From an optimization exercise on the open Yosys and OpenROAD flow, aimed at small area and a short achievable clock period; shortcuts taken in it are not production practice. In this exercise RTL edits were held to simulation tests only and were not proved equivalent to the original. Power is estimated from default activity; no workload was simulated.

## south
Design RV32core, start of the top module:
module  RV32core(
        input clk,   
        input rst,   
        input [4:0] debug_addr,   
        output[31:0] debug_data,   
        output[31:0] imem_addr,   
        input [31:0] imem_data,   
        output[31:0] dmem_addr,   
        output[31:0] dmem_wdata,   
        output dmem_we,   
        output dmem_re,   
        output[2:0] dmem_width,   
        input [31:0] dmem_rdata   
    );
==> flow/config.mk <==
export PLATFORM = sky130hd
export DESIGN_NAME = RV32core
export DESIGN_NICKNAME = RV32core
export VERILOG_FILES = /design/flow/design.v
export SDC_FILE = /design/flow/constraint.sdc
export NUM_CORES = 8
export LEC_CHECK = 0
export CAP_MARGIN = 20
export CORE_MARGIN = 2
export CORE_UTILIZATION = 35
export MIN_ROUTING_LAYER = met2
export PLACE_DENSITY = 0.5
export SLEW_MARGIN = 20
export SYNTH_HIERARCHICAL = 1
==> flow/constraint.sdc <==
create_clock -name core_clock -period 13.0 [get_ports {clk}]
set_input_delay 2.6000 -clock core_clock [delete_from_list [all_inputs] [get_ports {clk}]]
set_output_delay 2.6000 -clock core_clock [all_outputs]
set_load 0.01 [all_outputs]
standard.sh (not shown) runs the stock make flow with config.mk's settings and CLKGATE_MAP_FILE= SYNTH_SCRIPT=/design/flow/synth_recipe.tcl, a recipe that flattens the netlist after the stock synthesis.
==> flow/flow/run.sh <==
#!/bin/bash
set -euo pipefail
W=$(pwd)
{ echo "include $W/config.mk"; cat "$W/flow/extra.mk"; } > "$W/own_config.mk"
sed "s#DESIGN_CONFIG=[^ ]*#DESIGN_CONFIG=$W/own_config.mk#" "$W/standard.sh" > "$W/own_standard.sh"
bash "$W/own_standard.sh" > "$W/own_flow.log" 2>&1
==> flow/flow/extra.mk <==
export BUFFER_PORTS_ARGS = -buffer_cell sky130_fd_sc_hd__buf_2
export CTS_ARGS = -sink_clustering_enable -repair_clock_nets -dont_use_dummy_load -buf_list "sky130_fd_sc_hd__clkbuf_8" -sink_clustering_size 24 -sink_clustering_max_diameter 60
export SETUP_SLACK_MARGIN = 6.5
Flow for south halted at global routing, error code GRT-0232.
diff inputs: south => middle
- SETUP_SLACK_MARGIN: unset -> 5
- MIN_ROUTING_LAYER: met2 -> unset
==> flow/run.sh (new file) <==
#!/bin/bash
# synth_recipe.tcl (not shown) runs the flow's synth.tcl, then flattens the netlist and writes it again
# the make line also repeats each setting of config.mk as NAME=value (left out here)
make -C /OpenROAD-flow-scripts/flow DESIGN_CONFIG=/design/flow/config.mk WORK_HOME=/design/flow/orfs CLKGATE_MAP_FILE= SYNTH_SCRIPT=/design/flow/synth_recipe.tcl finish
removed: flow/flow/run.sh
removed: flow/flow/extra.mk
removed: flow/standard.sh
## What came out
- The number of buffers on the longest clock path of middle and that of south are within noise of each other.
- Diff middle..south | area after synthesis | unchanged
- middle vs. south: total half-perimeter wirelength after legalization and detailed placement went down by 8400 um.
- Cell total after placement: middle vs south — no meaningful difference
- middle: all stages complete, timing, DRC and antenna checks passed
- The vertical die dimension on middle is in line with that on south.
- middle: CTS buffer count higher than south
- Per the comparison of middle with south, cell count after synthesis level, final weighted congestion of routability-driven global placement lower, number of setup buffers added after CTS -79, count of H-tree levels built during CTS essentially unchanged, cell area reported after detailed placement up 830 um^2.

* * *

RV32core, a different RTL version from the one above (not shown whole).
For scale: about 4800 cells after synthesis, about 64000 um2 of cells after synthesis.
==> flow/config.mk <==
export PLATFORM = sky130hd
export DESIGN_NAME = RV32core
export DESIGN_NICKNAME = RV32core
export VERILOG_FILES = /design/flow/design.v
export SDC_FILE = /design/flow/constraint.sdc
export NUM_CORES = 8
export LEC_CHECK = 0
export CAP_MARGIN = 20
export CORE_MARGIN = 2
export CORE_UTILIZATION = 38
export PLACE_DENSITY = 0.52
export SLEW_MARGIN = 20
export SYNTH_HIERARCHICAL = 1
==> flow/constraint.sdc <==
create_clock -name core_clock -period 13.0 [get_ports {clk}]
set_input_delay 2.6000 -clock core_clock [delete_from_list [all_inputs] [get_ports {clk}]]
set_output_delay 2.6000 -clock core_clock [all_outputs]
set_load 0.01 [all_outputs]
==> flow/flow/run.sh <==
#!/bin/bash
set -euo pipefail
W=$(pwd)
{ echo "include $W/config.mk"; cat "$W/flow/extra.mk"; } > "$W/own_config.mk"
sed "s#DESIGN_CONFIG=[^ ]*#DESIGN_CONFIG=$W/own_config.mk#" "$W/standard.sh" > "$W/own_standard.sh"
bash "$W/own_standard.sh" > "$W/own_flow.log" 2>&1
==> flow/flow/extra.mk <==
export BUFFER_PORTS_ARGS = -buffer_cell sky130_fd_sc_hd__buf_1
export CTS_ARGS = -sink_clustering_enable -repair_clock_nets -dont_use_dummy_load -buf_list "sky130_fd_sc_hd__clkbuf_8" -sink_clustering_size 16 -sink_clustering_max_diameter 50
export SETUP_SLACK_MARGIN = 6.2
export POST_GLOBAL_ROUTE_TCL = $(WORK_HOME)/../flow/grt_post.tcl
==> flow/flow/grt_post.tcl <==
# Extra antenna margin after global routing, so that detailed routing leaves
# no antenna violation to repair (each post-route repair re-runs the router).
repair_antennas -iterations 3 -ratio_margin 25
check_placement -verbose
The first run completed with no timing, DRC or antenna violations.
Then changed:
==> flow/flow/extra.mk (replaced) <==
export BUFFER_PORTS_ARGS = -buffer_cell sky130_fd_sc_hd__buf_2
export CTS_ARGS = -sink_clustering_enable -repair_clock_nets -dont_use_dummy_load -buf_list "sky130_fd_sc_hd__clkbuf_16" -sink_clustering_size 24 -sink_clustering_max_diameter 50
export SETUP_SLACK_MARGIN = 6.5
export POST_GLOBAL_ROUTE_TCL = $(WORK_HOME)/../flow/grt_post.tcl
Settings changed: CORE_UTILIZATION 38 to 35, PLACE_DENSITY 0.52 to 0.5.
The new run ran to the end with no violations; global-route usage decreases by 2.1 points; routed wire length increases by a few percent; total power increases by roughly a tenth; synthesized cell count is unchanged; synthesized area does not change; core utilization decreases by 2.1 points; design area increases by a few percent; worst setup slack improved by 0.12 ns; die area increases by a little under a tenth; final cell count increases by a few percent.
Then changed:
==> flow/flow/extra.mk (replaced) <==
export BUFFER_PORTS_ARGS = -buffer_cell sky130_fd_sc_hd__buf_2
export CTS_ARGS = -sink_clustering_enable -repair_clock_nets -dont_use_dummy_load -buf_list "sky130_fd_sc_hd__clkbuf_8" -sink_clustering_size 16 -sink_clustering_max_diameter 50
export SETUP_SLACK_MARGIN = 7.0
export POST_GLOBAL_ROUTE_TCL = $(WORK_HOME)/../flow/grt_post.tcl
Effect: Routed wire length grows by 7.8%. Via count went up by 5.0%. Register-to-register slack is better by 0.40 ns. Cell area is higher by 4.1%. Clock-buffer cell count rises by 2. Synthesized area does not change. Global-route usage rises by 3.3 points.
Then changed:
==> flow/flow/extra.mk (replaced) <==
export BUFFER_PORTS_ARGS = -buffer_cell sky130_fd_sc_hd__buf_2
export CTS_ARGS = -sink_clustering_enable -repair_clock_nets -dont_use_dummy_load -buf_list "sky130_fd_sc_hd__clkbuf_8" -sink_clustering_size 16 -sink_clustering_max_diameter 50
export SETUP_SLACK_MARGIN = 6.5
export POST_GLOBAL_ROUTE_TCL = $(WORK_HOME)/../flow/grt_post.tcl
Outcome:
- The changed run passed the timing, DRC and antenna checks
- design area decreases by a few percent
- sequential share of layout area grows by 2.9 points
- via count came out lower by a few percent
- total power goes down slightly
- die area is unchanged
Then changed:
==> flow/flow/extra.mk (replaced) <==
export BUFFER_PORTS_ARGS = -buffer_cell sky130_fd_sc_hd__buf_1
export CTS_ARGS = -sink_clustering_enable -repair_clock_nets -dont_use_dummy_load -buf_list "sky130_fd_sc_hd__clkbuf_16" -sink_clustering_size 30 -sink_clustering_max_diameter 80
export SETUP_SLACK_MARGIN = 6.2
export POST_GLOBAL_ROUTE_TCL = $(WORK_HOME)/../flow/grt_post.tcl
Settings changed: CORE_UTILIZATION 35 to 38, PLACE_DENSITY 0.5 to 0.52.
Synthesized cell count stays the same.
Register-to-register slack got worse by 0.29 ns.
Power came out higher by 1.0%.
Global-route usage climbs by 1.7 points.
Critical path depth came out higher by 1.
Clock-buffer cell count goes down by 62.
Then changed:
==> flow/flow/extra.mk (replaced) <==
export BUFFER_PORTS_ARGS = -buffer_cell sky130_fd_sc_hd__buf_1
export CTS_ARGS = -sink_clustering_enable -repair_clock_nets -dont_use_dummy_load -buf_list "sky130_fd_sc_hd__clkbuf_8" -sink_clustering_size 16 -sink_clustering_max_diameter 50
export SETUP_SLACK_MARGIN = 6.5
export POST_GLOBAL_ROUTE_TCL = $(WORK_HOME)/../flow/grt_post.tcl
Settings changed: CORE_UTILIZATION 38 to 35, PLACE_DENSITY 0.52 to 0.5.
Result:
- power came out lower by 1.4%
- final area came out higher by 1.8%
- clock skew came out higher by 0.019 ns
- register-to-register slack is better by 0.32 ns
- worst setup slack is better by 0.030 ns
- sequential cell count is unchanged
- wire length came out higher by 4.3%
- count of clock-buffer cells in the layout came out higher by 60
- die area came out higher by 8.5%
- worst hold slack is worse by 0.032 ns

## re-timing with driven ports
How much do the figures lean on ideal ports? The routed layouts below were timed once more, with nothing changed but the port constraints.
Step 1: set_driving_cell puts a clkbuf_16 on clk and a buf_2 on each other input, an assumption about the parent block.
Step 2, shift: input delay + t, output delay - t, t = (earliest + latest rising clock arrival at the registers) / 2. This alone moves slack from input paths to output paths.
a / b / c = ideal / step 1 / step 2; a / b = the first two.
run	shift t [ns]	setup slack, ns	hold slack, ns
middle	0.873	4.870 / 4.753 / 4.708	0.325 / 0.325 / 0.325
the first run of note 2	1.040	5.816 / 5.745 / 5.745	0.327 / 0.327 / 0.327
the second run of note 2	0.870	5.934 / 5.869 / 5.869	0.330 / 0.330 / 0.330
the third run of note 2	1.048	5.876 / 5.823 / 5.823	0.319 / 0.319 / 0.319
the fourth run of note 2	1.046	5.925 / 5.885 / 5.873	0.337 / 0.337 / 0.337
the fifth run of note 2	0.798	5.832 / 5.755 / 5.711	0.324 / 0.324 / 0.324
the sixth run of note 2	1.026	5.862 / 5.806 / 5.806	0.292 / 0.292 / 0.292
After both steps setup and hold are still met in every run listed. The setup slack of middle, which loses most, moves by -0.117 ns with the drivers and by -0.162 ns with both steps.
